From an optimization exercise on the open Yosys and OpenROAD flow, aimed at small area; shortcuts taken in it are not production practice.
Only simulation tests tie the RTL to the original design; equivalence was not proved.

## flow/design.v (module list and top-level ports; edited modules follow where they fit)
// module ULA8bit_PRINCIPAL: 234 lines
// module AND4bit: 9 lines
// module AND8bit: 15 lines
// module Addition4bit: 12 lines
// module Addition8bit: 22 lines
// module DFF2bit_simples: 10 lines
// module DFF3bit_simples: 11 lines
// module DFF8bit_simples: 16 lines
// module DFF_simples: 16 lines
// module DIV4bit_practical: 123 lines
// module DIV8bit: 96 lines
// module FLAGS8bit: 47 lines
// module MULT4bit: 80 lines
// module MULT8bit: 67 lines
// module MUX8x4: 82 lines
// module MUX8x8: 37 lines
// module NOT8bit: 13 lines
// module OR4bit: 9 lines
// module OR8bit: 15 lines
// module Rot2Ckt1: 1 lines
// module SUB8bit: 24 lines
// module XOR4bit: 9 lines
// module XOR8bit: 15 lines
// module binToBcd: 203 lines
// module binToHex: 25 lines
// module binToOct: 25 lines
// module contador_estados: 26 lines
// module debounce: 13 lines
// module decoderSaida: 50 lines
// module display7seg_OPERADOR: 26 lines
// module main: 36 lines
// module mux2to1: 10 lines
// module mux4to1: 24 lines
// module mux_operando: 8 lines
// module registrador_resultado: 18 lines
module ULA8bit_PRINCIPAL(
    input  CLOCK_50,       
    input  [7:0]  SW,     
    input  [1:0]  KEY,    
	 input  [1:0]  Exib,  
    output [8:0] LEDR,   
	 output [6:0]  HEX0,    
    output [6:0]  HEX1,    
    output [6:0]  HEX2,     
	 output [6:0] seg_display_operador  
);
  // ...
==> flow/run.sh <==
#!/bin/bash
# synth_recipe.tcl (not shown) runs the flow's synth.tcl, then flattens the netlist and writes it again
# the make line also repeats each setting of config.mk as NAME=value (left out here)
make -C /OpenROAD-flow-scripts/flow DESIGN_CONFIG=/design/flow/config.mk WORK_HOME=/design/flow/orfs CLKGATE_MAP_FILE= SYNTH_SCRIPT=/design/flow/synth_recipe.tcl finish
==> flow/config.mk <==
export PLATFORM = sky130hd
export DESIGN_NAME = ULA8bit_PRINCIPAL
export DESIGN_NICKNAME = ULA8bit_PRINCIPAL
export VERILOG_FILES = /design/flow/design.v
export SDC_FILE = /design/flow/constraint.sdc
export NUM_CORES = 4
export LEC_CHECK = 0
export CAP_MARGIN = 20
export CORE_MARGIN = 2
export CORE_UTILIZATION = 40
export SLEW_MARGIN = 20
==> flow/constraint.sdc <==
create_clock -name core_clock -period 12.0 [get_ports {CLOCK_50}]
set_input_delay 2.4000 -clock core_clock [delete_from_list [all_inputs] [get_ports {CLOCK_50}]]
set_output_delay 2.4000 -clock core_clock [all_outputs]
set_load 0.01 [all_outputs]
==> impl_metrics.json, run 1 <==
{
  "status": "timing/DRC/antenna clean",
  "io_pins": 50,
  "wl_per_cell_um": 18.7,
  "overflow": 0,
  "synth_fa_ha_area_share_pct": 22.7,
  "rr_worst_depth": 25,
  "antenna_found_initial": 0,
  "relSlewSlack_pct": 41.1,
  "grtUsageMet1_pct": 32.9,
  "grt_usage_pct": 21.4,
  "holdCritPathClass": "register to register",
  "wl_met2_mm": 9.39,
  "synth_top_family_by_area": "simple AND/OR/NAND/NOR gates",
  "most-common-layout-cells": "112 x nor2_1, 86 x nand2_1, 83 x ha_1",
  "port-buffer-count": 46,
  "slowest_delay_ns": 0.73,
  "drive_gt1_share_pct": 6.79,
  "worst_pin_slew_ns": 0.861,
  "cp-startpoint": "reg_resultado.Q_reg[7]$_DFFE_PN0P_",
  "grt_use_met3_pct": 2.08,
  "post-route-util_pct": 42.4
}
==> module ULA8bit_PRINCIPAL, before the edit <==
module ULA8bit_PRINCIPAL(
    input  CLOCK_50,       
    input  [7:0]  SW,     
    input  [1:0]  KEY,    
	 input  [1:0]  Exib,  
    output [8:0] LEDR,   
	 output [6:0]  HEX0,    
    output [6:0]  HEX1,    
    output [6:0]  HEX2,     
	 output [6:0] seg_display_operador  
);
    wire [1:0] state;            
    wire [7:0] A_registered;     
    wire [7:0] B_registered;     
    wire [2:0] OP_registered;    
    wire [1:0] sel_exibicao_registered;  
    wire [7:0] resultado_anterior;  
    wire [8:0] resultado_completo;  
    wire [7:0] primeiro_operando;   
    wire [7:0] segundo_operando;   
    wire [7:0] result;            
    wire       overflow_calc;     
    wire       zero_calc;         
    wire       negative_calc;     
    wire       error_calc;        
    wire       overflow_reg;      
    wire       zero_reg;          
    wire       negative_reg;      
    wire       error_reg;         
    wire [2:0] OP = SW[7:5];
    wire [1:0] exibicao = Exib;
    wire key_advance_debounced, reset_debounced;
    debounce debounce_advance (
        .clk(CLOCK_50),
        .btn_in(KEY[0]),
        .btn_out(key_advance_debounced)
    );
    debounce debounce_reset (
        .clk(CLOCK_50),
        .btn_in(KEY[1]),
        .btn_out(reset_debounced)
    );
    contador_estados contador(
        .clk_btn(CLOCK_50),        
        .rst_n_btn(reset_debounced),  
        .key_advance(key_advance_debounced),  
        .q(state)
    );
    reg [1:0] state_prev;
    always @(posedge CLOCK_50 or negedge reset_debounced) begin
        if (!reset_debounced)
            state_prev <= 2'b11;   
        else
            state_prev <= state;
    end
    wire enable_A = (state == 2'b00) & (resultado_anterior == 8'b00000000);
    wire enable_B = (state == 2'b01);
    wire enable_OP = (state == 2'b10);
    wire enable_resultado = (state == 2'b11) & (state_prev != 2'b11);
    DFF8bit_simples registro_A(
        .D(SW),
        .clk(CLOCK_50),
        .rst(reset_debounced),
        .en(enable_A),
        .Q(A_registered)
    );
    DFF8bit_simples registro_B(
        .D(SW),
        .clk(CLOCK_50),
        .rst(reset_debounced),
        .en(enable_B),
        .Q(B_registered)
    );
    DFF3bit_simples registro_OP(
        .D(OP),
        .clk(CLOCK_50),
        .rst(reset_debounced),
        .en(enable_OP),
        .Q(OP_registered)
    );
    DFF2bit_simples registro_sel_exibicao(
        .D(exibicao),
        .clk(CLOCK_50),
        .rst(reset_debounced),
        .en(enable_OP),
        .Q(sel_exibicao_registered)
    );
    registrador_resultado reg_resultado(
        .resultado(result),
        .overflow(overflow_calc),
        .clk(CLOCK_50),
        .rst(reset_debounced),
        .en(enable_resultado),
        .Q(resultado_completo)
    );
    assign resultado_anterior = resultado_completo[7:0];
    wire sel_primeiro = (resultado_anterior != 8'b00000000);
    mux_operando mux_op(
        .A(A_registered),
        .resultado_anterior(resultado_anterior),
        .sel(sel_primeiro),
        .out(primeiro_operando)
    );
    assign segundo_operando = B_registered;
    wire [7:0] sum;
    wire sum_cout;
    Addition8bit somador(
        .A(primeiro_operando),
        .B(segundo_operando),
        .Cin(1'b0),   
        .Sum(sum),
        .Cout(sum_cout)
    );
    wire [7:0] sub;
    wire sub_cout;
    SUB8bit subtrator(
        .A(primeiro_operando),
        .B(segundo_operando),
        .Result(sub),
        .Borrow(sub_cout)
    );
    wire [7:0] or_result;
    OR8bit or_module(
        .A(primeiro_operando),
        .B(segundo_operando),
        .Result(or_result)
    );
    wire [7:0] and_result;
    AND8bit and_module(
        .A(primeiro_operando),
        .B(segundo_operando),
        .Result(and_result)
    );
    wire [7:0] xor_result;
    XOR8bit xor_module(
        .A(primeiro_operando),
        .B(segundo_operando),
        .Result(xor_result)
    );
    wire [7:0] mult_result;
    wire mult_overflow;
    MULT8bit mult_module(
        .A(primeiro_operando),
        .B(segundo_operando),
        .Result(mult_result),
        .Overflow(mult_overflow)
    );
    wire [7:0] div_quotient, div_remainder;
    wire div_error, div_fractional;
    DIV8bit div_module(
        .A(primeiro_operando),
        .B(segundo_operando),
        .Quotient(div_quotient),
        .Remainder(div_remainder),
        .Error(div_error),
        .Fractional(div_fractional)
    );
    wire [7:0] not_result;
    NOT8bit not_module(
        .A(primeiro_operando),
        .Result(not_result)
    );
    MUX8x8 result_mux(
        .in0(sum),            
        .in1(sub),            
        .in2(or_result),      
        .in3(and_result),     
        .in4(xor_result),     
        .in5(mult_result),    
        .in6(div_quotient),   
        .in7(not_result),     
        .sel(OP_registered),  
        .out(result)          
    );
    FLAGS8bit flags_detector(
        .Result(result),               
        .Cout(sum_cout),               
        .Borrow(sub_cout),             
        .MultOvf(mult_overflow),       
        .DivError(div_error),          
        .Op(OP_registered),            
        .Overflow(overflow_calc),      
        .Zero(zero_calc),              
        .Negative(negative_calc),      
        .Error(error_calc)             
    );
    wire overflow_existente;
    or or_overflow_latch(overflow_existente, overflow_calc, overflow_reg);
    DFF_simples reg_overflow(
        .d(overflow_existente),   
        .clk(CLOCK_50),
        .rst(reset_debounced),
        .en(enable_resultado),
        .q(overflow_reg)
    );
    DFF_simples reg_zero(
        .d(zero_calc),
        .clk(CLOCK_50),
        .rst(reset_debounced),
        .en(enable_resultado),
        .q(zero_reg)
    );
    DFF_simples reg_negative(
        .d(negative_calc),
        .clk(CLOCK_50),
        .rst(reset_debounced),
        .en(enable_resultado),
        .q(negative_reg)
    );
    DFF_simples reg_error(
        .d(error_calc),
        .clk(CLOCK_50),
        .rst(reset_debounced),
        .en(enable_resultado),
        .q(error_reg)
    );
    assign LEDR[1]   = overflow_reg;              
    assign LEDR[0]   = zero_reg;                  
    assign LEDR[2]  = negative_reg;              
    assign LEDR[3]  = error_reg;                 
	 assign LEDR[8:7] = state;
	 assign LEDR[6:4] = 3'b000;  
    main conversor_display (
        .bin(resultado_completo[7:0]),   
        .sel(sel_exibicao_registered),         
        .segmentsUn(HEX0),               
        .segmentsDez(HEX1),              
        .segmentsCen(HEX2)               
    );
    display7seg_OPERADOR disp_operador(
        .bin(OP_registered),
        .seg(seg_display_operador)
    );
endmodule
==> run 2, diff against run 1 <==
==> flow/design.v (replaced) <==
module ULA8bit_PRINCIPAL(
    input        CLOCK_50,
    input  [7:0] SW,
    input  [1:0] KEY,
    input  [1:0] Exib,
    output [8:0] LEDR,
    output [6:0] HEX0,
    output [6:0] HEX1,
    output [6:0] HEX2,
    output [6:0] seg_display_operador
);
    reg k0_1, k0_2, k0_3, k1_1, k1_2, k1_3;
    always @(posedge CLOCK_50) begin
        k0_1 <= KEY[0]; k0_2 <= k0_1; k0_3 <= k0_2;
        k1_1 <= KEY[1]; k1_2 <= k1_1; k1_3 <= k1_2;
    end
    wire rst_n = k1_3;
    reg       key_prev;
    reg [1:0] state;
    wire      adv = key_prev & ~k0_3;
    always @(posedge CLOCK_50 or negedge rst_n) begin
        if (!rst_n) begin
            key_prev <= 1'b1;
            state    <= 2'b00;
        end else begin
            key_prev <= k0_3;
            if (adv) begin
                state[0] <= state[0] ^ ~(state[1] & state[0]);
                state[1] <= state[1] ^ state[0];
            end
        end
    end
    reg was11;
    always @(posedge CLOCK_50) was11 <= state[1] & state[0];
    wire load = state[1] & state[0] & ~was11;
    reg [7:0] A, B;
    always @(posedge CLOCK_50) begin
        if (state == 2'b00) A <= SW;
        if (state == 2'b01) B <= SW;
    end
    reg [2:0] op;
    reg [1:0] mode;
    reg [7:0] res;
    reg       loaded, ovf, err;
    always @(posedge CLOCK_50 or negedge rst_n) begin
        if (!rst_n) begin
            op <= 3'b000;
            mode <= 2'b00;
        end else if (state == 2'b10) begin
            op <= SW[7:5];
            mode <= Exib;
        end
    end
    wire       res_nz = |res;
    wire [7:0] a = res_nz ? res : A;
    wire [7:0] b = B;
    wire [8:0] sum  = {1'b0, a} + {1'b0, b};
    wire [8:0] diff = {1'b0, a} + {1'b0, ~b} + 9'd1;
    wire [3:0] al = a[3:0], ah = a[7:4], bl = b[3:0], bh = b[7:4];
    wire [3:0] m_ll = al * bl, m_hl = ah * bl, m_lh = al * bh, m_hh = ah * bh;
    wire [8:0] msum = {1'b0, m_lh, m_ll} + {1'b0, m_hh, m_hl};
    function ov4(input [3:0] x, input [3:0] y);
        reg [6:0] s;
        begin
            s = ({3'b0, x} & {7{y[0]}})
              + ({2'b0, x, 1'b0} & {7{y[1]}})
              + ({2'b0, x[2:0], 2'b0} & {7{y[2]}})
              + ({2'b0, x[1:0], 3'b0} & {7{y[3]}});
            ov4 = |s[6:4];
        end
    endfunction
    wire mult_ovf = msum[8] | ov4(al, bl) | ov4(al, bh) | ov4(ah, bl) | ov4(ah, bh);
    wire [3:0] d = (bl != 4'd0) ? bl : bh;
    reg  [7:0] quo;
    always @* begin
        case (d)
            4'd1: quo = a;
            4'd2: quo = {1'b0, a[7:5], 1'b0, a[3:1]};
            4'd4: quo = {2'b0, a[7:6], 2'b0, a[3:2]};
            4'd8: quo = {3'b0, a[7], 3'b0, a[3]};
            default: quo = 8'd0;
        endcase
    end
    reg [7:0] r;
    always @* begin
        case (op)
            3'd0: r = sum[7:0];
            3'd1: r = diff[7:0];
            3'd2: r = a | b;
            3'd3: r = a & b;
            3'd4: r = a ^ b;
            3'd5: r = msum[7:0];
            3'd6: r = quo;
            default: r = ~a;
        endcase
    end
    wire ovf_new = (op == 3'd0 & sum[8]) | (op == 3'd1 & diff[8]) | (op == 3'd5 & mult_ovf);
    always @(posedge CLOCK_50 or negedge rst_n) begin
        if (!rst_n) begin
            res <= 8'd0;
            loaded <= 1'b0;
            ovf <= 1'b0;
            err <= 1'b0;
        end else if (load) begin
            res <= r;
            loaded <= 1'b1;
            ovf <= ovf | ovf_new;
            err <= (b == 8'd0);
        end
    end
    assign LEDR[0] = loaded & ~res_nz;
    assign LEDR[1] = ovf;
    assign LEDR[2] = res[7];
    assign LEDR[3] = err;
    assign LEDR[6:4] = 3'b000;
    assign LEDR[8:7] = state;
    wire [3:0] u10 = res % 8'd10;
    wire [7:0] q10 = res / 8'd10;
    wire [3:0] t10 = q10 % 8'd10;
    wire [1:0] h10 = res / 8'd100;
    reg [3:0] dig0, dig1;
    reg [1:0] dig2;
    always @* begin
        case (mode)
            2'b00: begin dig0 = {1'b0, res[2:0]}; dig1 = {1'b0, res[5:3]}; dig2 = res[7:6]; end
            2'b01: begin dig0 = res[3:0]; dig1 = res[7:4]; dig2 = 2'd0; end
            default: begin dig0 = u10; dig1 = t10; dig2 = h10; end
        endcase
    end
    function [6:0] seg7(input [3:0] v);
        case (v)
            4'd0: seg7 = 7'b0000001;
            4'd1: seg7 = 7'b1111001;
            4'd2: seg7 = 7'b0010010;
            4'd3: seg7 = 7'b0000110;
            4'd4: seg7 = 7'b1001100;
            4'd5: seg7 = 7'b0100100;
            4'd6: seg7 = 7'b0100000;
            4'd7: seg7 = 7'b0001111;
            4'd8: seg7 = 7'b0000000;
            4'd9: seg7 = 7'b0001100;
            4'd10: seg7 = 7'b0001000;
            4'd11: seg7 = 7'b1100000;
            4'd12: seg7 = 7'b0110001;
            4'd13: seg7 = 7'b1000010;
            4'd14: seg7 = 7'b0110000;
            default: seg7 = 7'b0111000;
        endcase
    endfunction
    wire blank = mode[1] & mode[0];
    assign HEX0 = blank ? 7'h7f : seg7(dig0);
    assign HEX1 = blank ? 7'h7f : seg7(dig1);
    assign HEX2 = blank ? 7'h7f : seg7({2'b00, dig2});
    reg [6:0] opseg;
    always @* begin
        case (op)
            3'd0: opseg = 7'b0010010;
            3'd1: opseg = 7'b0111111;
            3'd2: opseg = 7'b0100011;
            3'd3: opseg = 7'b0001000;
            3'd4: opseg = 7'b0100010;
            3'd5: opseg = 7'b0001111;
            3'd6: opseg = 7'b0000000;
            default: opseg = 7'b1111001;
        endcase
    end
    assign seg_display_operador = opseg;
endmodule
--- a/flow/config.mk
+++ b/flow/config.mk
@@ -5,6 +5,7 @@
 export SDC_FILE = /design/flow/constraint.sdc
 export NUM_CORES = 4
 export LEC_CHECK = 0
+export ABC_AREA = 1
 export CAP_MARGIN = 20
 export CORE_MARGIN = 2
 export CORE_UTILIZATION = 40
==> run 2 against run 1 <==
Clock skew increased by 0.0042 ns. Via count decreased by 21%. Design area decreased by 13%. Synthesized area decreased by 20%. Register-to-register slack improved by 1.8 ns. Critical path depth increased by 6. Global-route usage decreased by 1.2 points.
==> impl_metrics.json, run 2 <==
{
  "ys_top_cells_by_area": "ha_1 17%, edfxtp_1 8.3%, nand2_1 8.0%",
  "rsz0062_at_grt": "no",
  "avgSynthCellArea_um2": 7.19,
  "tritoncts": "yes",
  "fp.dieW_um": 124,
  "drive_gt1_share_pct": 8.03,
  "fp.dieH_um": 124,
  "drt_first_pass_iters": 4,
  "antenna_found_initial": 0,
  "die_area_um2": 15500,
  "status": "timing/DRC/antenna clean",
  "dp_hpwl_mm": 12.5,
  "grt_max_degree": 20,
  "antenna_cells": 0,
  "crit_family": "simple AND/OR/NAND/NOR gates",
  "wl_per_cell_um": 14.9,
  "end_kind": "output pin",
  "cp_data_required_time_ns": 9.60,
  "yosysWarnings": 1,
  "cts_sinks": 42,
  "hold_viol": 0,
  "grt_pass1_wl_mm": 26.0,
  "cpMostUsedCell": "nand2_2",
  "cp.arrival_ns": 4.27,
  "finalWirelength_mm": 15.4,
  "path_class": "register to output pin",
  "clock_skew_ns": 0.00771,
  "worst-path-buf-inv": 4,
  "overflow": 0,
  "start_util_pct": 40.4,
  "synth_edf_count": 16,
  "io_pins": 50,
  "yosys.area.top_type": "ha_1",
  "port-buffer-count": 46,
  "clk_path_buf_depth": 2,
  "synth_async_sr_flop_share_pct": 45.2,
  "cpMaxStageDelayCell": "dfrtp_1",
  "postRouteAntennaNets": 0,
  "cp-start-kind": "register",
  "synth_flop_cell": "dfrtp_1",
  "synth_cells": 807,
  "row_count": 44,
  "fmax_ghz": 0.150,
  "syn2layout_area_growth_pct": 12.8,
  "ys_ff_latch": 42,
  "num_vias": 5383,
  "grt_pass1_vias": 5115,
  "cp_max_fo": 10,
  "slowest_delay_ns": 0.57,
  "drc": 0,
  "grt_usage_pct": 20.2,
  "syn_area_um2": 5800,
  "crit_cells": 31,
  "synth_top_area_share_pct": 16.6,
  "cts_resized": 0,
  "rr_worst_depth": 25,
  "coreArea_um2": 14400,
  "clk_pin_slew_ns": 0.06,
  "ctsRootBufferMaster": "clkbuf_16",
  "worst_pin_slew_ns": 1.01,
  "drv_cap": 0,
  "cts_max_level": 2,
  "whs_ns": 0.315,
  "cts_buffers": 5,
  "maxSlewViolCount": 0,
  "setup_violations": 0,
  "yosysMostFrequentCell": "nand2_1",
  "ctsHoldBuffers": 0,
  "nets": 959,
  "holdCritPathClass": "register to register",
  "yosysSeqAreaShare_pct": 18.9,
  "gp_congestion": 0.946,
  "yosys-top-cells-count": "123 x nand2_1, 119 x inv_1, 102 x nor2_1",
  "most-common-layout-cells": "123 x nand2_1, 119 x inv_1, 102 x nor2_1",
  "whs_path_depth": 0,
  "yosys.cell_types.count": 50,
  "relSlewSlack_pct": 32.4,
  "setup_tns_ns": 0,
  "insertion_delay_ns": 0.28,
  "layout_commonest_cell": "nand2_1",
  "vias_per_cell": 5.22,
  "drtIter0Drc": 304,
  "fin_crit_ns": 6.67,
  "post_cts_buffers": 0,
  "period_share_pct": 55.6
}
==> run 2: cell count changes after synthesis, moves of 15 or more <==
cell / previous run / this run
nor2b_1: 22 / 0
clkbuf_1: 28 / 7
buf_4: 42 / 9
dfrtp_1: 34 / 18
a21oi_1: 50 / 23
nand2_1: 86 / 123
nand3_1: 25 / 54
a31oi_1: 20 / 5
inv_1: 38 / 119
edfxtp_1: 0 / 16
nand2_2: 0 / 25
==> run 2: routing by layer <==
layer	GRT usage, %	part of all wire, %	vias up
li1	-	-	2732
met1	29.9	49	2476
met2	32.0	44	160
met3	2.06	5.6	15
met4	4.23	1.3	0
met5	0	0	-
==> run 2: path summary, 6_finish.rpt <==
kind                            slack [ns]               start            endpoint
worst max register to register        6.00  res[4]$_DFFE_PN0P_     ovf$_DFFE_PN0P_
worst min-delay path                  0.31        k0_3$_DFF_P_  key_prev$_DFF_PN1_
max in group asynchronous            11.10        k1_3$_DFF_P_  res[5]$_DFFE_PN0P_
min in group asynchronous             0.35        k1_3$_DFF_P_  loaded$_DFFE_PN0P_
worst min register to register        0.31        k0_3$_DFF_P_  key_prev$_DFF_PN1_
worst max-delay path                  5.33  res[7]$_DFFE_PN0P_             HEX1[3]
==> run 2: worst reg2reg max path, cell delays in order (launching register included) <==
cell,delay [ns]
dfrtp_1,0.48
inv_2,0.20
nand2_1,0.11
nor4_1,0.32
nand2_1,0.20
clkinv_1,0.18
nand2_1,0.10
nand2_1,0.20
clkinv_1,0.45
nor2_1,0.29
inv_1,0.09
fa_1,0.50
inv_1,0.05
ha_1,0.20
xnor2_1,0.18
xor2_1,0.19
xnor2_1,0.09
ha_1,0.21
or4_1,0.50
a2111oi_0,0.34
nand4_1,0.14
a221oi_1,0.26
nand3_1,0.13
nand2_1,0.10
a31oi_1,0.10
or2_2,0.28
==> run 2: layout make-up <==
cell class	count	area, um^2
clock buffer	5	125
clock inverter	3	21.3
fill	1481	7820
inverter	142	533
multi-input combinational	604	4040
sequential	42	1100
tap	184	230
timing repair buffer	51	498
==> run 2: logic make-up (layout without fill, tap and decap cells) <==
logic type | after synthesis | after routing | synth area share (%)
other | 1 | 3 | 0.0646
adder cells (fa/ha/maj) | 100 | 100 | 24.5
buffers and inverters | 163 | 201 | 11.6
AND/OR/NAND/NOR | 338 | 338 | 26.4
AO/OA/AOI/OAI | 138 | 138 | 14.8
flip-flops | 42 | 42 | 18.9
XOR/XNOR | 25 | 25 | 3.77
==> run 2: through the flow <==
step | instances | setup WS, ns | utilization (%) | instance area, um^2
4_1_cts | 1031 | 5.35 | 45.6 | 6550
5_1_grt | 1031 | 4.83 | 45.6 | 6550
2_1_floorplan | 809 | 6.56 | - | 5810
3_5_place_dp | 1023 | 5.69 | 44.5 | 6400
6_report | 1031 | 5.33 | 45.6 | 6550
3_3_place_gp | 1023 | 5.78 | 44.5 | 6400
==> run 3, diff against run 2 <==
--- a/flow/design.v
+++ b/flow/design.v
@@ -54,22 +54,29 @@
     wire       res_nz = |res;
     wire [7:0] a = res_nz ? res : A;
     wire [7:0] b = B;
-    wire [8:0] sum  = {1'b0, a} + {1'b0, b};
-    wire [8:0] diff = {1'b0, a} + {1'b0, ~b} + 9'd1;
+    reg  [7:0] r;
+    wire       ovf_new;
+    wire       inv  = (op == 3'd1);
+    wire       ones = (op == 3'd7);
+    wire [7:0] bb   = ones ? 8'hff : (b ^ {8{inv}});
+    wire [8:0] s    = {1'b0, a} + {1'b0, bb} + {8'd0, inv};
+    wire [7:0] p    = a ^ bb;
+    wire [7:0] g    = a & b;
     wire [3:0] al = a[3:0], ah = a[7:4], bl = b[3:0], bh = b[7:4];
-    wire [3:0] m_ll = al * bl, m_hl = ah * bl, m_lh = al * bh, m_hh = ah * bh;
-    wire [8:0] msum = {1'b0, m_lh, m_ll} + {1'b0, m_hh, m_hl};
-    function ov4(input [3:0] x, input [3:0] y);
-        reg [6:0] s;
+    function [4:0] pm(input [3:0] x, input [3:0] y);   
+        reg [6:0] t;
         begin
-            s = ({3'b0, x} & {7{y[0]}})
+            t = ({3'b0, x} & {7{y[0]}})
               + ({2'b0, x, 1'b0} & {7{y[1]}})
               + ({2'b0, x[2:0], 2'b0} & {7{y[2]}})
               + ({2'b0, x[1:0], 3'b0} & {7{y[3]}});
-            ov4 = |s[6:4];
+            pm = {|t[6:4], t[3:0]};
         end
     endfunction
-    wire mult_ovf = msum[8] | ov4(al, bl) | ov4(al, bh) | ov4(ah, bl) | ov4(ah, bh);
+    wire [4:0] ll = pm(al, bl), hl = pm(ah, bl), lh = pm(al, bh), hh = pm(ah, bh);
+    wire [4:0] lo = ll[3:0] + hl[3:0];
+    wire [4:0] hi = lh[3:0] + hh[3:0] + lo[4];
+    wire mult_ovf = hi[4] | ll[4] | hl[4] | lh[4] | hh[4];
     wire [3:0] d = (bl != 4'd0) ? bl : bh;
     reg  [7:0] quo;
     always @* begin
@@ -81,20 +88,17 @@
             default: quo = 8'd0;
         endcase
     end
-    reg [7:0] r;
     always @* begin
         case (op)
-            3'd0: r = sum[7:0];
-            3'd1: r = diff[7:0];
-            3'd2: r = a | b;
-            3'd3: r = a & b;
-            3'd4: r = a ^ b;
-            3'd5: r = msum[7:0];
+            3'd0, 3'd1: r = s[7:0];
+            3'd2: r = p | g;
+            3'd3: r = g;
+            3'd5: r = {hi[3:0], lo[3:0]};
             3'd6: r = quo;
-            default: r = ~a;
+            default: r = p;
         endcase
     end
-    wire ovf_new = (op == 3'd0 & sum[8]) | (op == 3'd1 & diff[8]) | (op == 3'd5 & mult_ovf);
+    assign ovf_new = ((op[2:1] == 2'b00) & s[8]) | ((op == 3'd5) & mult_ovf);
     always @(posedge CLOCK_50 or negedge rst_n) begin
         if (!rst_n) begin
             res <= 8'd0;
@@ -114,10 +118,25 @@
     assign LEDR[3] = err;
     assign LEDR[6:4] = 3'b000;
     assign LEDR[8:7] = state;
-    wire [3:0] u10 = res % 8'd10;
-    wire [7:0] q10 = res / 8'd10;
-    wire [3:0] t10 = q10 % 8'd10;
-    wire [1:0] h10 = res / 8'd100;
+    function [3:0] st5(input [2:0] r, input bit_in);   
+        reg [3:0] v;
+        begin
+            v = {r, bit_in};
+            st5 = (v >= 4'd5) ? {1'b1, v[2:0] - 3'd5} : {1'b0, v[2:0]};
+        end
+    endfunction
+    wire [2:0] q5 = res[7:5];
+    wire       t4 = (q5 >= 3'd5);
+    wire [2:0] r4 = t4 ? q5 - 3'd5 : q5;
+    wire [3:0] s3 = st5(r4, res[4]);
+    wire [3:0] s2 = st5(s3[2:0], res[3]);
+    wire [3:0] s1 = st5(s2[2:0], res[2]);
+    wire [3:0] s0 = st5(s1[2:0], res[1]);
+    wire [4:0] t = {t4, s3[3], s2[3], s1[3], s0[3]};
+    wire [3:0] u10 = {s0[2:0], res[0]};
+    wire [1:0] h10 = (t >= 5'd20) ? 2'd2 : (t >= 5'd10) ? 2'd1 : 2'd0;
+    wire [4:0] tt = t - {h10, 3'b0} - {h10, 1'b0};
+    wire [3:0] t10 = tt[3:0];
     reg [3:0] dig0, dig1;
     reg [1:0] dig2;
     always @* begin
==> flow/flow/run.sh (new file) <==
#!/bin/bash
# Layout flow: the standard synthesis, then the combinational logic between the
# registers is re-mapped with ABC (&deepsyn, several seeds, the smallest result kept);
# registers, their names and cell types stay as the standard synthesis made them. Then the
# standard ORFS flow from floorplan to finish, with plain buf_1 buffers on the ports.
set -euo pipefail
W=$PWD
F=$W/flow
R=$W/orfs/results/$FLOW_PLATFORM/ULA8bit_PRINCIPAL/base
LIB=$FLOW_HOME/platforms/$FLOW_PLATFORM/lib/sky130_fd_sc_hd__tt_025C_1v80.lib
NJ=${NUM_CORES:-4}

# 1. standard synthesis (netlist only)
bash standard.sh $R/1_2_yosys.v > $W/log_synth.txt 2>&1
cp $R/1_2_yosys.v $W/std_synth.v

# 2. re-map the combinational logic, one ABC run per seed
python3 $F/gen_models.py $LIB > $W/models.v 2> $W/log_models.txt
DU="-dont_use *probe* -dont_use *lpflow* -dont_use *clkdly* -dont_use *dlygate* -dont_use *dlymetal* -dont_use *ebuf* -dont_use *einv* -dont_use *clkinvlp*"
remap() {
  local s=$1 d=$W/remap_$1
  mkdir -p $d
  sed "s/@SEED@/$s/" $F/remap.abc > $d/remap.abc
  yosys -l $d/log_yosys.txt -p "
read_liberty -lib $LIB
read_verilog -overwrite $W/models.v
read_verilog $W/std_synth.v
hierarchy -top $FLOW_TOP
flatten
techmap
opt -purge
abc -liberty $LIB -script $d/remap.abc $DU
opt_clean -purge
hilomap -singleton -hicell sky130_fd_sc_hd__conb_1 HI -locell sky130_fd_sc_hd__conb_1 LO
insbuf -buf sky130_fd_sc_hd__buf_4 A X
splitnets
opt_clean -purge
write_verilog -noattr -nohex -nodec $d/remapped.v
tee -o $d/stat.txt stat -liberty $LIB
" > /dev/null 2>&1 || true
}
SEEDS="0 1 2 3 4 5 6 7"
i=0
for s in $SEEDS; do
  remap $s &
  i=$((i+1))
  if (( i % NJ == 0 )); then wait; fi
done
wait
best=""; besta=""
for s in $SEEDS; do
  a=$(grep -o "Chip area for module.*: [0-9.]*" $W/remap_$s/stat.txt 2>/dev/null | awk '{print $NF}') || true
  echo "seed $s area ${a:-failed}" >> $W/log_remap_summary.txt
  if [[ -n "$a" ]] && { [[ -z "$besta" ]] || awk "BEGIN{exit !($a < $besta)}"; }; then best=$s; besta=$a; fi
done
echo "best seed $best area $besta" >> $W/log_remap_summary.txt
cp $W/remap_$best/remapped.v $W/remapped.v
cp $W/remapped.v $R/1_2_yosys.v
touch $R/1_2_yosys.v

# 3. the rest of the standard flow
bash standard.sh "BUFFER_PORTS_ARGS=-buffer_cell sky130_fd_sc_hd__buf_1" finish > $W/log_finish.txt 2>&1
==> flow/flow/gen_models.py (new file) <==
#!/usr/bin/env python3
# Writes Verilog models of the platform's combinational cells (from the liberty functions),
# so Yosys can read a mapped netlist's logic back into gates. Sequential cells are left out.
import re, sys
lib = open(sys.argv[1]).read()
out = []
pos = 0
cells = [(m.start(), m.group(1)) for m in re.finditer(r'\n\s*cell\s*\(\s*"?([\w]+)"?\s*\)\s*\{', lib)]
cells.append((len(lib), None))
for (s, name), (e, _) in zip(cells, cells[1:]):
    body = lib[s:e]
    if re.search(r'\b(ff|latch|statetable|ff_bank|latch_bank)\s*\(', body):
        continue
    pins = []
    for m in re.finditer(r'\n\s*pin\s*\(\s*"?(\w+)"?\s*\)\s*\{', body):
        # pin body up to next "pin (" or end
        pb = body[m.end():]
        nxt = re.search(r'\n\s*pin\s*\(', pb)
        pb = pb[:nxt.start()] if nxt else pb
        d = re.search(r'direction\s*:\s*"?(\w+)"?', pb)
        f = re.search(r'\bfunction\s*:\s*"([^"]*)"', pb)
        pins.append((m.group(1), d.group(1) if d else None, f.group(1) if f else None))
    outs = [p for p in pins if p[1] == 'output']
    ins = [p for p in pins if p[1] == 'input']
    if not outs or any(p[2] is None for p in outs):
        continue
    if any(p[1] not in ('input', 'output') for p in pins):
        continue
    def conv(f):
        f = f.replace('!', '~').replace('*', '&').replace('+', '|')
        f = re.sub(r'(\w+)\'', r'(~\1)', f)
        # implicit AND (space between operands)
        f = re.sub(r'(\w|\))\s+(?=[\w(~])', r'\1 & ', f)
        if f.strip() == '1': return "1'b1"
        if f.strip() == '0': return "1'b0"
        return f
    ports = [p[0] for p in ins] + [p[0] for p in outs]
    out.append("module %s(%s);" % (name, ", ".join(ports)))
    for p in ins: out.append("  input %s;" % p[0])
    for p in outs: out.append("  output %s;" % p[0])
    for p in outs: out.append("  assign %s = %s;" % (p[0], conv(p[2])))
    out.append("endmodule")
print("\n".join(out))
==> flow/flow/remap.abc (new file) <==
strash; &get -n; &deepsyn -T 10 -S @SEED@; &put; dch -f; &get -n; &nf -R 1000; &put; topo
==> flow/standard.sh (new file) <==
#!/bin/bash
# synth_recipe.tcl (not shown) runs the flow's synth.tcl, then flattens the netlist and writes it again
# the make line also repeats each setting of config.mk as NAME=value (left out here)
make -C /OpenROAD-flow-scripts/flow DESIGN_CONFIG=/design/flow/config.mk WORK_HOME=/design/flow/orfs CLKGATE_MAP_FILE= SYNTH_SCRIPT=/design/flow/synth_recipe.tcl "${@:-finish}"
--- a/flow/config.mk
+++ b/flow/config.mk
@@ -9,4 +9,5 @@
 export CAP_MARGIN = 20
 export CORE_MARGIN = 2
 export CORE_UTILIZATION = 40
+export CTS_BUF_LIST = sky130_fd_sc_hd__clkbuf_8
 export SLEW_MARGIN = 20
removed: flow/run.sh
==> run 3 against run 2 <==
Die area fell by 34%. Global-route usage rose by 1.1 points. Highest routed layer unchanged.
==> impl_metrics.json, run 3 <==
{
  "finalWirelength_mm": 10.7,
  "drtIter0Drc": 355,
  "drc": 0,
  "post_dp_cell_area_um2": 4010,
  "syn_area_um2": 3770,
  "final_area_um2": 4110,
  "drv_cap": 0,
  "maxSlewViolCount": 0,
  "insertion_delay_ns": 0.31,
  "fp.dieW_um": 101,
  "grt_max_degree": 21,
  "dp_hpwl_mm": 8.00,
  "placedCellCount": 646,
  "grt_use_met3_pct": 2.98,
  "cp_data_required_time_ns": 9.60,
  "antenna_found_initial": 0,
  "cp_max_fo": 12,
  "fin_crit_ns": 8.87,
  "status": "timing/DRC/antenna clean",
  "cts_buffers": 5,
  "final_cells": 654,
  "layout_commonest_cell": "nand2_1",
  "holdCritPathClass": "register to register",
  "worst_pin_slew_ns": 1.01,
  "regArea_um2": 1100,
  "avgSynthCellArea_um2": 7.58,
  "cp-start-kind": "register",
  "post_cts_buffers": 0,
  "row_count": 35,
  "cts_sinks": 42,
  "nets": 555,
  "port-buffer-count": 46,
  "postRouteAntennaNets": 0,
  "drive_gt1_share_pct": 1.84,
  "grt_busiest_layer": "met2",
  "syn2layout_area_growth_pct": 9.00,
  "io_pins": 50,
  "coreArea_um2": 9200,
  "ctsRootBufferMaster": "clkbuf_8",
  "fp.dieH_um": 101,
  "end_kind": "output pin",
  "relSlewSlack_pct": 32.5,
  "gp_congestion": 0.924,
  "grt_usage_pct": 21.3,
  "tritoncts": "yes",
  "grt_pass1_vias": 3535,
  "cp.arrival_ns": 6.47,
  "setup_violations": 0,
  "die_area_um2": 10200,
  "yosysWarnings": 1,
  "hold_viol": 0,
  "fmax_ghz": 0.113,
  "synth_cells": 497,
  "multi_input_area_um2": 2560,
  "vias_per_cell": 5.96,
  "period_share_pct": 73.9,
  "antenna_cells": 0,
  "wl_per_cell_um": 16.4,
  "drt_first_pass_iters": 6,
  "clk_path_buf_depth": 2,
  "grtUsageMet2_pct": 34.2,
  "clock_skew_ns": 0.00908,
  "final.fill_count": 942,
  "ctsHoldBuffers": 0,
  "rsz0062_at_grt": "no",
  "most-common-layout-cells": "75 x nand2_1, 54 x nor2_1, 48 x o21ai_0",
  "grtUsageMet1_pct": 29.2,
  "clk_pin_slew_ns": 0.10,
  "num_vias": 3896,
  "setup_tns_ns": 0,
  "grt_pass1_wl_mm": 17.4,
  "cts_resized": 0,
  "start_util_pct": 41.0,
  "path_class": "register to output pin",
  "cts_max_level": 2,
  "overflow": 0
}
[run 3: routing by layer]
| layer | vias to the layer above | wire [um] | share of wire (%) |
|---|---|---|---|
| met1 | 1750 | 4840 | 45 |
| met4 | 0 | 387 | 3.6 |
| met2 | 207 | 4550 | 43 |
| met5 | - | 0 | 0 |
| li1 | 1899 | - | - |
| met3 | 40 | 921 | 8.6 |
[run 3: final timing paths]
check	startpoint	end	slack (ns)	cells past startpoint
max	res[7]$_DFFE_PN0P_	HEX0[5]	3.13	23
min	k0_3$_DFF_P_	key_prev$_DFF_PN1_	0.31	0
max reg2reg	res[2]$_DFFE_PN0P_	res[7]$_DFFE_PN0P_	6.76	19
min reg2reg	k0_3$_DFF_P_	key_prev$_DFF_PN1_	0.31	0
max in group asynchronous	k1_3$_DFF_P_	loaded$_DFFE_PN0P_	10.99	0
min in group asynchronous	k1_3$_DFF_P_	res[3]$_DFFE_PN0P_	0.39	0
[run 3: per-stage QoR]
step | hold slack (ns) | utilization (%) | worst slack (ns)
finish | 0.315 | 44.7 | 3.13
global route | 0.337 | 44.7 | 2.49
CTS | 0.316 | 44.7 | 3.28
detailed placement | 0.308 | 43.6 | 3.64
global placement | 0.303 | 43.6 | 4.17
floorplan | 0.237 | - | 4.60
[run 3: final cells by class]
class | count | share of cell area (%)
repair buffers | 47 | 4.39
clock inverters | 3 | 0.640
clock buffers | 5 | 1.68
flip-flops and latches | 42 | 26.7
well taps | 111 | 3.38
multi-input cells | 436 | 62.3
inverters | 10 | 0.914
[run 3: worst max-delay path: stages, from the launching register on]
cell and delay, ns:
dfrtp_1 0.57, nor2b_1 0.26, nor2b_1 0.07, o21ai_0 0.12, a21boi_0 0.45, xnor2_1 0.23, nor2_1 0.11, o21ai_0 0.53
clkinv_1 0.19, o21ai_0 0.18, o31ai_1 0.12, a21boi_0 0.69, xnor2_1 0.23, o21ai_0 0.29, clkinv_1 0.09, o21ai_0 0.36
xor2_1 0.42, o21ai_0 0.24, o21ai_0 0.37, a21oi_1 0.09, nand2_1 0.10, o21ai_0 0.10, o21ai_0 0.19, buf_1 0.17
==> run 4, diff against run 3 <==
==> flow/flow/run.sh (replaced) <==
#!/bin/bash
# Layout flow: the standard synthesis, then the combinational logic between the
# registers is re-mapped with a stronger ABC script (registers, their names and cell types
# are kept as the standard synthesis made them), then the standard ORFS flow from floorplan
# to finish, with plain buffers on the ports.
set -euo pipefail
W=$PWD
F=$W/flow
R=$W/orfs/results/$FLOW_PLATFORM/ULA8bit_PRINCIPAL/base
LIB=$FLOW_HOME/platforms/$FLOW_PLATFORM/lib/sky130_fd_sc_hd__tt_025C_1v80.lib

# 1. standard synthesis (netlist only)
bash standard.sh $R/1_2_yosys.v > $W/log_synth.txt 2>&1
cp $R/1_2_yosys.v $W/std_synth.v

# 2. re-map the combinational logic
python3 $F/gen_models.py $LIB > $W/models.v 2> $W/log_models.txt
DU="-dont_use *probe* -dont_use *lpflow* -dont_use *clkdly* -dont_use *dlygate* -dont_use *dlymetal* -dont_use *ebuf* -dont_use *einv* -dont_use *clkinvlp*"
yosys -l $W/log_reopt.txt -p "
read_liberty -lib $LIB
read_verilog -overwrite $W/models.v
read_verilog $W/std_synth.v
hierarchy -top $FLOW_TOP
flatten
techmap
opt -purge
abc -liberty $LIB -script $F/remap.abc $DU
opt_clean -purge
hilomap -singleton -hicell sky130_fd_sc_hd__conb_1 HI -locell sky130_fd_sc_hd__conb_1 LO
insbuf -buf sky130_fd_sc_hd__buf_4 A X
splitnets
opt_clean -purge
write_verilog -noattr -nohex -nodec $W/remapped.v
tee -o $W/remapped_stat.txt stat -liberty $LIB
" > /dev/null 2>&1
cp $W/remapped.v $R/1_2_yosys.v
touch $R/1_2_yosys.v

# 3. the rest of the standard flow
bash standard.sh "BUFFER_PORTS_ARGS=-buffer_cell sky130_fd_sc_hd__buf_1" finish > $W/log_finish.txt 2>&1
==> flow/flow/remap.abc (replaced) <==
strash; &get -n; &deepsyn -T 60; &put; dch -f; &get -n; &nf -R 1000; &put; topo
==> run 4 against run 3 <==
Synthesized area is the same. Wire length is the same. Setup slack did not move. Die area is the same. Sequential share of layout area unchanged. Critical path depth did not move. Via count unchanged.
==> impl_metrics.json, run 4 <==
{
  "insertion_delay_ns": 0.31,
  "worst-path-buf-inv": 3,
  "drv_cap": 0,
  "postRouteAntennaNets": 0,
  "path_class": "register to output pin",
  "status": "timing/DRC/antenna clean",
  "drtIter0Drc": 355,
  "synth_cells": 497,
  "port-buffer-count": 46,
  "period_share_pct": 73.9,
  "syn_area_um2": 3770,
  "grt_max_degree": 21,
  "fmax_ghz": 0.113,
  "wl_per_cell_um": 16.4,
  "io_pins": 50,
  "grt_pass1_wl_mm": 17.4,
  "fin_crit_ns": 8.87,
  "post_cts_buffers": 0,
  "syn2layout_area_growth_pct": 9.00,
  "cts_resized": 0,
  "fp.dieH_um": 101,
  "hold_viol": 0,
  "gp_congestion": 0.924,
  "dp_hpwl_mm": 8.00,
  "cts_buffers": 5,
  "setup_tns_ns": 0,
  "holdCritPathClass": "register to register",
  "avgSynthCellArea_um2": 7.58,
  "setup_violations": 0,
  "coreArea_um2": 9200,
  "fp.dieW_um": 101,
  "drc": 0,
  "ff2ff_setup_slack_ns": 6.76,
  "start_util_pct": 41.0,
  "tritoncts": "yes",
  "cp.arrival_ns": 6.47,
  "most-common-layout-cells": "75 x nand2_1, 54 x nor2_1, 48 x o21ai_0",
  "vias_per_cell": 5.96,
  "overflow": 0,
  "grt_usage_pct": 21.3,
  "clk_path_buf_depth": 2,
  "drt_first_pass_iters": 6,
  "slowest_delay_ns": 0.69,
  "crit_family": "compound AO/OA/AOI/OAI gates",
  "rsz0062_at_grt": "no",
  "antenna_cells": 0,
  "die_area_um2": 10200,
  "finalWirelength_mm": 10.7,
  "cts_sinks": 42,
  "nets": 555,
  "maxSlewViolCount": 0,
  "cpMaxStageDelayCell": "a21boi_0",
  "relSlewSlack_pct": 32.5,
  "clock_skew_ns": 0.00908,
  "crit_chain": "nor2b_1, nor2b_1, o21ai_0, a21boi_0, xnor2_1, nor2_1, o21ai_0, clkinv_1, o21ai_0, o31ai_1, a21boi_0, xnor2_1, o21ai_0, clkinv_1, o21ai_0, xor2_1, o21ai_0, o21ai_0, a21oi_1, nand2_1, o21ai_0, o21ai_0, buf_1",
  "final_area_um2": 4110,
  "worst_pin_slew_ns": 1.01,
  "cp_max_fo": 12,
  "cp_data_required_time_ns": 9.60,
  "ctsHoldBuffers": 0,
  "post-route-util_pct": 44.7,
  "row_count": 35,
  "cp-start-kind": "register",
  "num_vias": 3896,
  "antenna_found_initial": 0,
  "layout_commonest_cell": "nand2_1",
  "yosysWarnings": 1,
  "cts_max_level": 2,
  "clk_pin_slew_ns": 0.10,
  "grt_pass1_vias": 3535,
  "ctsRootBufferMaster": "clkbuf_8",
  "cpMostUsedCell": "o21ai_0",
  "end_kind": "output pin",
  "drive_gt1_share_pct": 1.84,
  "post_dp_cell_area_um2": 4010
}
[run 4: worst register-to-register path, delay by kind of cell, from the launching register on]
family | cells | cell delay [ns]
compound gates | 6 | 1.62
xor+xnor | 2 | 0.38
fa+ha+maj | 2 | 0.80
flops | 1 | 0.50
simple gates | 9 | 1.81
[run 4: final cells by class]
| type | instances | area [um^2] |
|---|---|---|
| Fill cell | 942 | 5090 |
| Timing Repair Buffer | 47 | 180 |
| Tap cell | 111 | 139 |
| Clock inverter | 3 | 26.3 |
| Inverter | 10 | 37.5 |
| Sequential cell | 42 | 1100 |
| Multi-Input combinational cell | 436 | 2560 |
| Clock buffer | 5 | 68.8 |
[run 4: path summary, 6_finish.rpt]
kind                                          from            endpoint  cells after the start
worst max-delay path            res[7]$_DFFE_PN0P_             HEX0[5]                     23
worst min-delay path                  k0_3$_DFF_P_  key_prev$_DFF_PN1_                      0
worst max register to register  res[2]$_DFFE_PN0P_  res[7]$_DFFE_PN0P_                     19
worst min register to register        k0_3$_DFF_P_  key_prev$_DFF_PN1_                      0
max in group asynchronous             k1_3$_DFF_P_  loaded$_DFFE_PN0P_                      0
min in group asynchronous             k1_3$_DFF_P_  res[3]$_DFFE_PN0P_                      0
[run 4: metrics by stage]
step	instances	hold slack (ns)	setup WS (ns)
final	654	0.315	3.13
after global routing	654	0.337	2.49
after CTS	654	0.316	3.28
after detailed placement	646	0.308	3.64
after global placement	646	0.303	4.17
after floorplan	499	0.237	4.60
[run 4: per-layer routing]
layer / vias to the layer above / global-route usage, % / routed length, um
li1: 1899 / - / -
met2: 207 / 34.2 / 4550
met4: 0 / 7.69 / 387
met3: 40 / 2.98 / 921
met5: - / 0 / 0
met1: 1750 / 29.2 / 4840
==> run 5, diff against run 4 <==
--- a/flow/design.v
+++ b/flow/design.v
@@ -56,27 +56,28 @@
     wire [7:0] b = B;
     reg  [7:0] r;
     wire       ovf_new;
-    wire       inv  = (op == 3'd1);
-    wire       ones = (op == 3'd7);
-    wire [7:0] bb   = ones ? 8'hff : (b ^ {8{inv}});
-    wire [8:0] s    = {1'b0, a} + {1'b0, bb} + {8'd0, inv};
-    wire [7:0] p    = a ^ bb;
-    wire [7:0] g    = a & b;
     wire [3:0] al = a[3:0], ah = a[7:4], bl = b[3:0], bh = b[7:4];
     function [4:0] pm(input [3:0] x, input [3:0] y);   
-        reg [6:0] t;
+        reg [5:0] t;
         begin
-            t = ({3'b0, x} & {7{y[0]}})
-              + ({2'b0, x, 1'b0} & {7{y[1]}})
-              + ({2'b0, x[2:0], 2'b0} & {7{y[2]}})
-              + ({2'b0, x[1:0], 3'b0} & {7{y[3]}});
-            pm = {|t[6:4], t[3:0]};
+            t = ({2'b0, x} & {6{y[0]}})
+              + ({2'b0, x[2:0], 1'b0} & {6{y[1]}})
+              + ({2'b0, x[1:0], 2'b0} & {6{y[2]}})
+              + ({2'b0, x[0], 3'b0} & {6{y[3]}});
+            pm = {(|t[5:4]) | (x[3] & y[1]) | (x[2] & y[2]) | (x[1] & y[3]), t[3:0]};
         end
     endfunction
     wire [4:0] ll = pm(al, bl), hl = pm(ah, bl), lh = pm(al, bh), hh = pm(ah, bh);
-    wire [4:0] lo = ll[3:0] + hl[3:0];
-    wire [4:0] hi = lh[3:0] + hh[3:0] + lo[4];
-    wire mult_ovf = hi[4] | ll[4] | hl[4] | lh[4] | hh[4];
+    wire mult_ovf = s[8] | ll[4] | hl[4] | lh[4] | hh[4];
+    wire       inv  = (op == 3'd1);
+    wire       ones = (op == 3'd7);
+    wire       mop  = (op == 3'd5);
+    wire [7:0] bb   = ones ? 8'hff : (b ^ {8{inv}});
+    wire [7:0] xa   = mop ? {lh[3:0], ll[3:0]} : a;
+    wire [7:0] xb   = mop ? {hh[3:0], hl[3:0]} : bb;
+    wire [8:0] s    = {1'b0, xa} + {1'b0, xb} + {8'd0, inv};
+    wire [7:0] p    = a ^ bb;
+    wire [7:0] g    = a & b;
     wire [3:0] d = (bl != 4'd0) ? bl : bh;
     reg  [7:0] quo;
     always @* begin
@@ -90,10 +91,9 @@
     end
     always @* begin
         case (op)
-            3'd0, 3'd1: r = s[7:0];
+            3'd0, 3'd1, 3'd5: r = s[7:0];
             3'd2: r = p | g;
             3'd3: r = g;
-            3'd5: r = {hi[3:0], lo[3:0]};
             3'd6: r = quo;
             default: r = p;
         endcase
==> flow/flow/run.sh (replaced) <==
#!/bin/bash
# Layout flow: the standard synthesis, then the combinational logic between the
# registers is re-mapped with ABC (&deepsyn with several seeds, with and without Yosys's
# full-adder extraction; the smallest result is kept). Registers, their names and cell types
# stay as the standard synthesis made them. Then the standard ORFS flow from floorplan to
# finish, with plain buf_1 buffers on the ports.
set -euo pipefail
W=$PWD
F=$W/flow
R=$W/orfs/results/$FLOW_PLATFORM/ULA8bit_PRINCIPAL/base
LIB=$FLOW_HOME/platforms/$FLOW_PLATFORM/lib/sky130_fd_sc_hd__tt_025C_1v80.lib
ADDERS=$FLOW_HOME/platforms/$FLOW_PLATFORM/cells_adders_hd.v
NJ=${NUM_CORES:-4}

# 1. standard synthesis (netlist only)
bash standard.sh $R/1_2_yosys.v > $W/log_synth.txt 2>&1
cp $R/1_2_yosys.v $W/std_synth.v

# 2. re-map the combinational logic
python3 $F/gen_models.py $LIB > $W/models.v 2> $W/log_models.txt
DU="-dont_use *probe* -dont_use *lpflow* -dont_use *clkdly* -dont_use *dlygate* -dont_use *dlymetal* -dont_use *ebuf* -dont_use *einv* -dont_use *clkinvlp*"
MAPSCRIPT="strash; dch -f; &get -n; &nf -R 1000 -p -C 32 -F 8; &put; topo"
remap() {
  local kind=$1 s=$2 d=$W/remap_$1_$2
  mkdir -p $d
  if [[ $kind == fa ]]; then
    echo "strash; &get -n; &deepsyn -T 10 -S $s; &put; map" > $d/p1.abc
    echo "$MAPSCRIPT" > $d/p2.abc
    MID="abc -script $d/p1.abc
opt -purge
extract_fa -fa
techmap -map $ADDERS
techmap
opt -purge"
  else
    echo "strash; &get -n; &deepsyn -T 10 -S $s; &put; $MAPSCRIPT" > $d/p2.abc
    MID=""
  fi
  yosys -l $d/log_yosys.txt -p "
read_liberty -lib $LIB
read_verilog -overwrite $W/models.v
read_verilog $W/std_synth.v
hierarchy -top $FLOW_TOP
flatten
techmap
opt -purge
$MID
abc -liberty $LIB -script $d/p2.abc $DU
opt_clean -purge
hilomap -singleton -hicell sky130_fd_sc_hd__conb_1 HI -locell sky130_fd_sc_hd__conb_1 LO
insbuf -buf sky130_fd_sc_hd__buf_4 A X
splitnets
opt_clean -purge
write_verilog -noattr -nohex -nodec $d/remapped.v
tee -o $d/stat.txt stat -liberty $LIB
" > /dev/null 2>&1 || true
}
RUNS="fa_0 fa_1 fa_2 fa_3 fa_4 fa_5 fa_6 fa_7 nf_0 nf_1 nf_2 nf_3 nf_4 nf_5 nf_6 nf_7"
i=0
for r in $RUNS; do
  remap ${r%_*} ${r#*_} &
  i=$((i+1))
  if (( i % NJ == 0 )); then wait; fi
done
wait
best=""; besta=""
for r in $RUNS; do
  a=$(grep -o "Chip area for module.*: [0-9.]*" $W/remap_$r/stat.txt 2>/dev/null | awk '{print $NF}') || true
  echo "$r area ${a:-failed}" >> $W/log_remap_summary.txt
  if [[ -n "$a" ]] && { [[ -z "$besta" ]] || awk "BEGIN{exit !($a < $besta)}"; }; then best=$r; besta=$a; fi
done
echo "best $best area $besta" >> $W/log_remap_summary.txt
cp $W/remap_$best/remapped.v $W/remapped.v
cp $W/remapped.v $R/1_2_yosys.v
touch $R/1_2_yosys.v

# 3. the rest of the standard flow
bash standard.sh "BUFFER_PORTS_ARGS=-buffer_cell sky130_fd_sc_hd__buf_1" finish > $W/log_finish.txt 2>&1
--- a/flow/config.mk
+++ b/flow/config.mk
@@ -9,5 +9,7 @@
 export CAP_MARGIN = 20
 export CORE_MARGIN = 2
 export CORE_UTILIZATION = 40
-export CTS_BUF_LIST = sky130_fd_sc_hd__clkbuf_8
+export CTS_BUF_LIST = sky130_fd_sc_hd__clkbuf_16
+export CTS_CLUSTER_DIAMETER = 500
+export CTS_CLUSTER_SIZE = 50
 export SLEW_MARGIN = 20
removed: flow/flow/remap.abc
==> run 5 against run 4 <==
Still clean. Global-route usage fell by 0.56 points. Sequential share of layout area rose by 0.18 points. Count of clock-buffer cells in the layout did not move. Clock skew fell by 0.0032 ns. First-iteration DRC count fell by 18%. Core utilization rose by 0.34 points. Critical path type unchanged. Critical endpoint is now HEX1[0]. Highest routed layer unchanged.
==> impl_metrics.json, run 5 <==
{
  "final_area_um2": 4080,
  "finalWirelength_mm": 10.3,
  "drc": 0,
  "most-common-layout-cells": "75 x nand2_1, 46 x buf_1, 44 x nor2_1",
  "drtIter0Drc": 292,
  "post_dp_cell_area_um2": 3940,
  "post_cts_buffers": 0,
  "setup_tns_ns": 0,
  "synth_cells": 469,
  "path_class": "register to output pin",
  "end_kind": "output pin",
  "grt_busiest_layer": "met2",
  "start_util_pct": 40.6,
  "gp_congestion": 0.936,
  "placedCellCount": 620,
  "whs_path_depth": 0,
  "fmax_ghz": 0.131,
  "status": "timing/DRC/antenna clean",
  "port-buffer-count": 46,
  "drt_first_pass_iters": 5,
  "grt_pass1_vias": 3427,
  "clock_skew_ns": 0.00587,
  "insertion_delay_ns": 0.28,
  "cp_max_fo": 11,
  "antenna_found_initial": 0,
  "layout_commonest_cell": "nand2_1",
  "cts_max_level": 2,
  "grt_usage_pct": 20.8,
  "num_vias": 3775,
  "die_area_um2": 9990,
  "avgSynthCellArea_um2": 7.85,
  "cp_data_required_time_ns": 9.60,
  "grt_pass1_wl_mm": 16.8,
  "nets": 536,
  "yosysWarnings": 1,
  "fp.dieW_um": 99.9,
  "final_cells": 628,
  "syn_area_um2": 3680,
  "cts_buffers": 5,
  "wl_per_cell_um": 16.4,
  "coreArea_um2": 9060,
  "clk_path_buf_depth": 2,
  "setup_violations": 0,
  "relSlewSlack_pct": 34.0,
  "tritoncts": "yes",
  "fp.dieH_um": 99.9,
  "cp.arrival_ns": 5.22,
  "cts_sinks": 42,
  "postRouteAntennaNets": 0,
  "ctsHoldBuffers": 0,
  "hold_viol": 0,
  "period_share_pct": 63.5,
  "fin_crit_ns": 7.62,
  "rr_worst_depth": 18,
  "holdCritPathClass": "register to register",
  "clk_pin_slew_ns": 0.06,
  "cp-start-kind": "register",
  "drv_cap": 0,
  "ctsRootBufferMaster": "clkbuf_16",
  "worst_pin_slew_ns": 0.980,
  "syn2layout_area_growth_pct": 10.8,
  "rsz0062_at_grt": "no",
  "drive_gt1_share_pct": 2.13,
  "dp_hpwl_mm": 7.69,
  "grtUsageMet2_pct": 33.5,
  "antenna_cells": 0,
  "grtUsageMet1_pct": 29.3,
  "grt_use_met3_pct": 3.76,
  "row_count": 35,
  "io_pins": 50,
  "grt_max_degree": 39,
  "maxSlewViolCount": 0,
  "vias_per_cell": 6.01,
  "cts_resized": 0,
  "overflow": 0
}
run 5: cell types whose count changed in the layout (fill, tap and decap cells not counted), moves of 8 or more:
| cell | before | now |
|---|---|---|
| nor2_1 | 54 | 44 |
| xnor2_1 | 34 | 24 |
| xor2_1 | 19 | 9 |
| o21ai_0 | 48 | 40 |
run 5: final timing paths:
kind                       slack (ns)            endpoint          startpoint
min                              0.32  key_prev$_DFF_PN1_        k0_3$_DFF_P_
max in group asynchronous       11.09     err$_DFFE_PN0P_        k1_3$_DFF_P_
min reg2reg                      0.32  key_prev$_DFF_PN1_        k0_3$_DFF_P_
max reg2reg                      6.13  res[6]$_DFFE_PN0P_  res[7]$_DFFE_PN0P_
max                              4.38             HEX1[0]  res[7]$_DFFE_PN0P_
min in group asynchronous        0.35     ovf$_DFFE_PN0P_        k1_3$_DFF_P_
run 5: per-layer routing:
| layer | wire, um | vias up |
|---|---|---|
| met1 | 4600 | 1755 |
| li1 | - | 1817 |
| met4 | 149 | 0 |
| met3 | 782 | 18 |
| met2 | 4800 | 185 |
| met5 | 0 | - |
run 5: cell type report:
type | instances | area [um^2]
tap | 111 | 139
fill | 885 | 4990
timing repair buffer | 49 | 195
clock inverter | 3 | 13.8
multi-input combinational | 404 | 2460
clock buffer | 5 | 125
inverter | 14 | 52.6
sequential | 42 | 1100
run 5: critical path, cell delays in order (launching register included):
cell and delay (ns):
dfrtp_1 0.51, clkinv_1 0.14, nor2_1 0.06, o21a_1 0.20, o21bai_1 0.20, a21oi_1 0.30
nor2_1 0.09, o21bai_1 0.37, xor2_1 0.16, nor2_1 0.17, nor2_1 0.08, nor2_1 0.31
clkinv_1 0.17, o21ai_0 0.24, a21oi_1 0.16, nand2_1 0.13, nand2_1 0.05, o21ai_0 0.60
xor2_1 0.23, nor2b_1 0.28, a211oi_1 0.13, o22ai_1 0.18, buf_1 0.17
run 5: stage by stage:
stage	worst slack (ns)	util [%]	hold slack, ns
final	4.38	45.0	0.318
after global routing	3.79	45.0	0.327
after CTS	4.43	45.0	0.322
after detailed placement	4.77	43.5	0.307
after global placement	5.03	43.5	0.304
after floorplan	5.52	-	0.237
==> run 6, diff against run 5 <==
--- a/flow/config.mk
+++ b/flow/config.mk
@@ -9,7 +9,5 @@
 export CAP_MARGIN = 20
 export CORE_MARGIN = 2
 export CORE_UTILIZATION = 40
-export CTS_BUF_LIST = sky130_fd_sc_hd__clkbuf_16
-export CTS_CLUSTER_DIAMETER = 500
-export CTS_CLUSTER_SIZE = 50
+export CTS_BUF_LIST = sky130_fd_sc_hd__clkbuf_8
 export SLEW_MARGIN = 20
==> run 6 against run 5 <==
Hold slack better by 0.0025 ns. Cell count stayed put. Still clean. Global-route usage hardly changed. Die area stayed put. Critical path depth stayed put. Critical endpoint unchanged. Fmax is 0.20% lower. Highest routed layer unchanged.
==> impl_metrics.json, run 6 <==
{
  "clk_path_buf_depth": 2,
  "port-buffer-count": 46,
  "avgSynthCellArea_um2": 7.85,
  "setup_tns_ns": 0,
  "row_count": 35,
  "grt_pass1_vias": 3421,
  "cts_max_level": 2,
  "drive_gt1_share_pct": 2.13,
  "cp-start-kind": "register",
  "clk_pin_slew_ns": 0.08,
  "relSlewSlack_pct": 33.0,
  "nets": 536,
  "cts_sinks": 42,
  "place_ws_ns": 4.77,
  "die_area_um2": 9990,
  "path_class": "register to output pin",
  "drc": 0,
  "layout_commonest_cell": "nand2_1",
  "multi_input_area_um2": 2460,
  "postRouteAntennaNets": 0,
  "holdCritPathClass": "register to register",
  "final.fill_count": 897,
  "maxSlewViolCount": 0,
  "syn2layout_area_growth_pct": 9.28,
  "setup_ws_ns": 4.36,
  "worst_pin_slew_ns": 0.998,
  "clock_skew_ns": 0.0122,
  "rsz0062_at_grt": "no",
  "num_vias": 3758,
  "hold_viol": 0,
  "most-common-layout-cells": "75 x nand2_1, 46 x buf_1, 44 x nor2_1",
  "wl_per_cell_um": 16.4,
  "cts_buffers": 5,
  "drtIter0Drc": 271,
  "hold_path_startpoint": "k0_3$_DFF_P_",
  "syn_area_um2": 3680,
  "insertion_delay_ns": 0.30,
  "io_pins": 50,
  "fp.dieH_um": 99.9,
  "grt_usage_pct": 20.7,
  "antenna_found_initial": 0,
  "end_kind": "output pin",
  "overflow": 0,
  "fmax_ghz": 0.131,
  "tritoncts": "yes",
  "period_share_pct": 63.6,
  "cp-startpoint": "res[7]$_DFFE_PN0P_",
  "grt_max_degree": 39,
  "grt_pass1_wl_mm": 16.8,
  "gp_congestion": 0.936,
  "yosysWarnings": 1,
  "start_util_pct": 40.6,
  "dp_hpwl_mm": 7.69,
  "cp.arrival_ns": 5.24,
  "ff2ff_setup_slack_ns": 6.14,
  "status": "timing/DRC/antenna clean",
  "fp.dieW_um": 99.9,
  "drv_cap": 0,
  "ctsRootBufferMaster": "clkbuf_8",
  "cp_data_required_time_ns": 9.60,
  "finalWirelength_mm": 10.3,
  "antenna_cells": 0,
  "ctsHoldBuffers": 0,
  "drt_first_pass_iters": 6,
  "fin_crit_ns": 7.64,
  "regArea_um2": 1100,
  "post_cts_buffers": 0,
  "synth_cells": 469,
  "vias_per_cell": 5.98,
  "coreArea_um2": 9060,
  "timing.rr.start": "res[7]$_DFFE_PN0P_",
  "setup_violations": 0,
  "cp_max_fo": 11,
  "cts_resized": 0
}
[run 6: changes by cell type in the layout (fill, tap and decap cells not counted)]
| cell | change |
|---|---|
| clkbuf_8 | +5 |
| clkbuf_16 | -5 |
[run 6: final cells by class]
cell class,count,share of cell area (%)
Sequential cell,42,27.3
Clock buffer,5,1.71
Multi-Input combinational cell,404,61.1
Tap cell,111,3.45
Timing Repair Buffer,49,4.85
Clock inverter,3,0.342
Inverter,14,1.31
[run 6: path summary, 6_finish.rpt]
path                                      end  cells past startpoint
setup / recovery                      HEX1[0]                     22
hold / removal             key_prev$_DFF_PN1_                      0
setup reg to reg           res[6]$_DFFE_PN0P_                     18
hold reg to reg            key_prev$_DFF_PN1_                      0
max in group asynchronous   op[2]$_DFFE_PN0N_                      0
min in group asynchronous     ovf$_DFFE_PN0P_                      0
[run 6: worst max-delay path, cell delays in order (launching register included)]
cell      delay (ns)
dfrtp_1         0.51
clkinv_1        0.14
nor2_1          0.06
o21a_1          0.20
o21bai_1        0.20
a21oi_1         0.30
nor2_1          0.09
o21bai_1        0.37
xor2_1          0.17
nor2_1          0.17
nor2_1          0.08
nor2_1          0.31
clkinv_1        0.17
o21ai_0         0.25
a21oi_1         0.17
nand2_1         0.13
nand2_1         0.05
o21ai_0         0.60
xor2_1          0.23
nor2b_1         0.28
a211oi_1        0.13
o22ai_1         0.18
buf_1           0.17
[run 6: stage by stage]
step           util [%]  cell area, um^2  hold slack, ns  cells
2_1_floorplan         -             3690           0.237    471
3_3_place_gp       43.5             3940           0.304    620
3_5_place_dp       43.5             3940           0.307    620
4_1_cts            44.4             4020           0.325    628
5_1_grt            44.4             4020           0.330    628
6_report           44.4             4020           0.320    628
[run 6: metal layers]
metal	global-route usage (%)	up-vias	part of all wire (%)
met3	3.90	6	7.7
met2	33.8	174	47
met5	0	-	0
met4	3.90	0	0.64
met1	29.2	1753	44
li1	-	1825	-

==> what the ideal ports hide <==
The flow's constraints put no driver on any port. The routed layouts listed below were extracted and timed again, unchanged, in two steps.
Step 1 sets driving cells, clkbuf_16 on the clock port and buf_2 on the other inputs (assumed; they add their load-dependent delay and slew).
Step 2, shift: input delay + t, output delay - t, t = (earliest + latest rising clock arrival at the registers) / 2. This alone moves slack from input paths to output paths.
a / b / c = no drivers / after step 1 / after step 2; a / b = the first two.
run	t (ns)	setup slack, ns	worst hold slack (ns)	clock arrival spread, ns	worst data-port slew with drivers (ns)
run 1	0.304	4.183 / 4.183 / 4.183	0.310 / 0.310 / 0.310	0.003 / 0.004	0.04
run 2	0.312	5.332 / 5.297 / 5.609	0.315 / 0.315 / 0.315	0.008 / 0.007	0.05
run 3	0.333	3.126 / 3.097 / 3.429	0.315 / 0.315 / 0.315	0.009 / 0.009	0.04
run 4	0.333	3.126 / 3.097 / 3.429	0.315 / 0.315 / 0.315	0.009 / 0.009	0.04
run 5	0.306	4.378 / 4.350 / 4.656	0.318 / 0.318 / 0.318	0.006 / 0.006	0.03
run 6	0.313	4.362 / 4.339 / 4.652	0.320 / 0.320 / 0.320	0.013 / 0.012	0.03
After both steps every run listed still meets setup and hold.
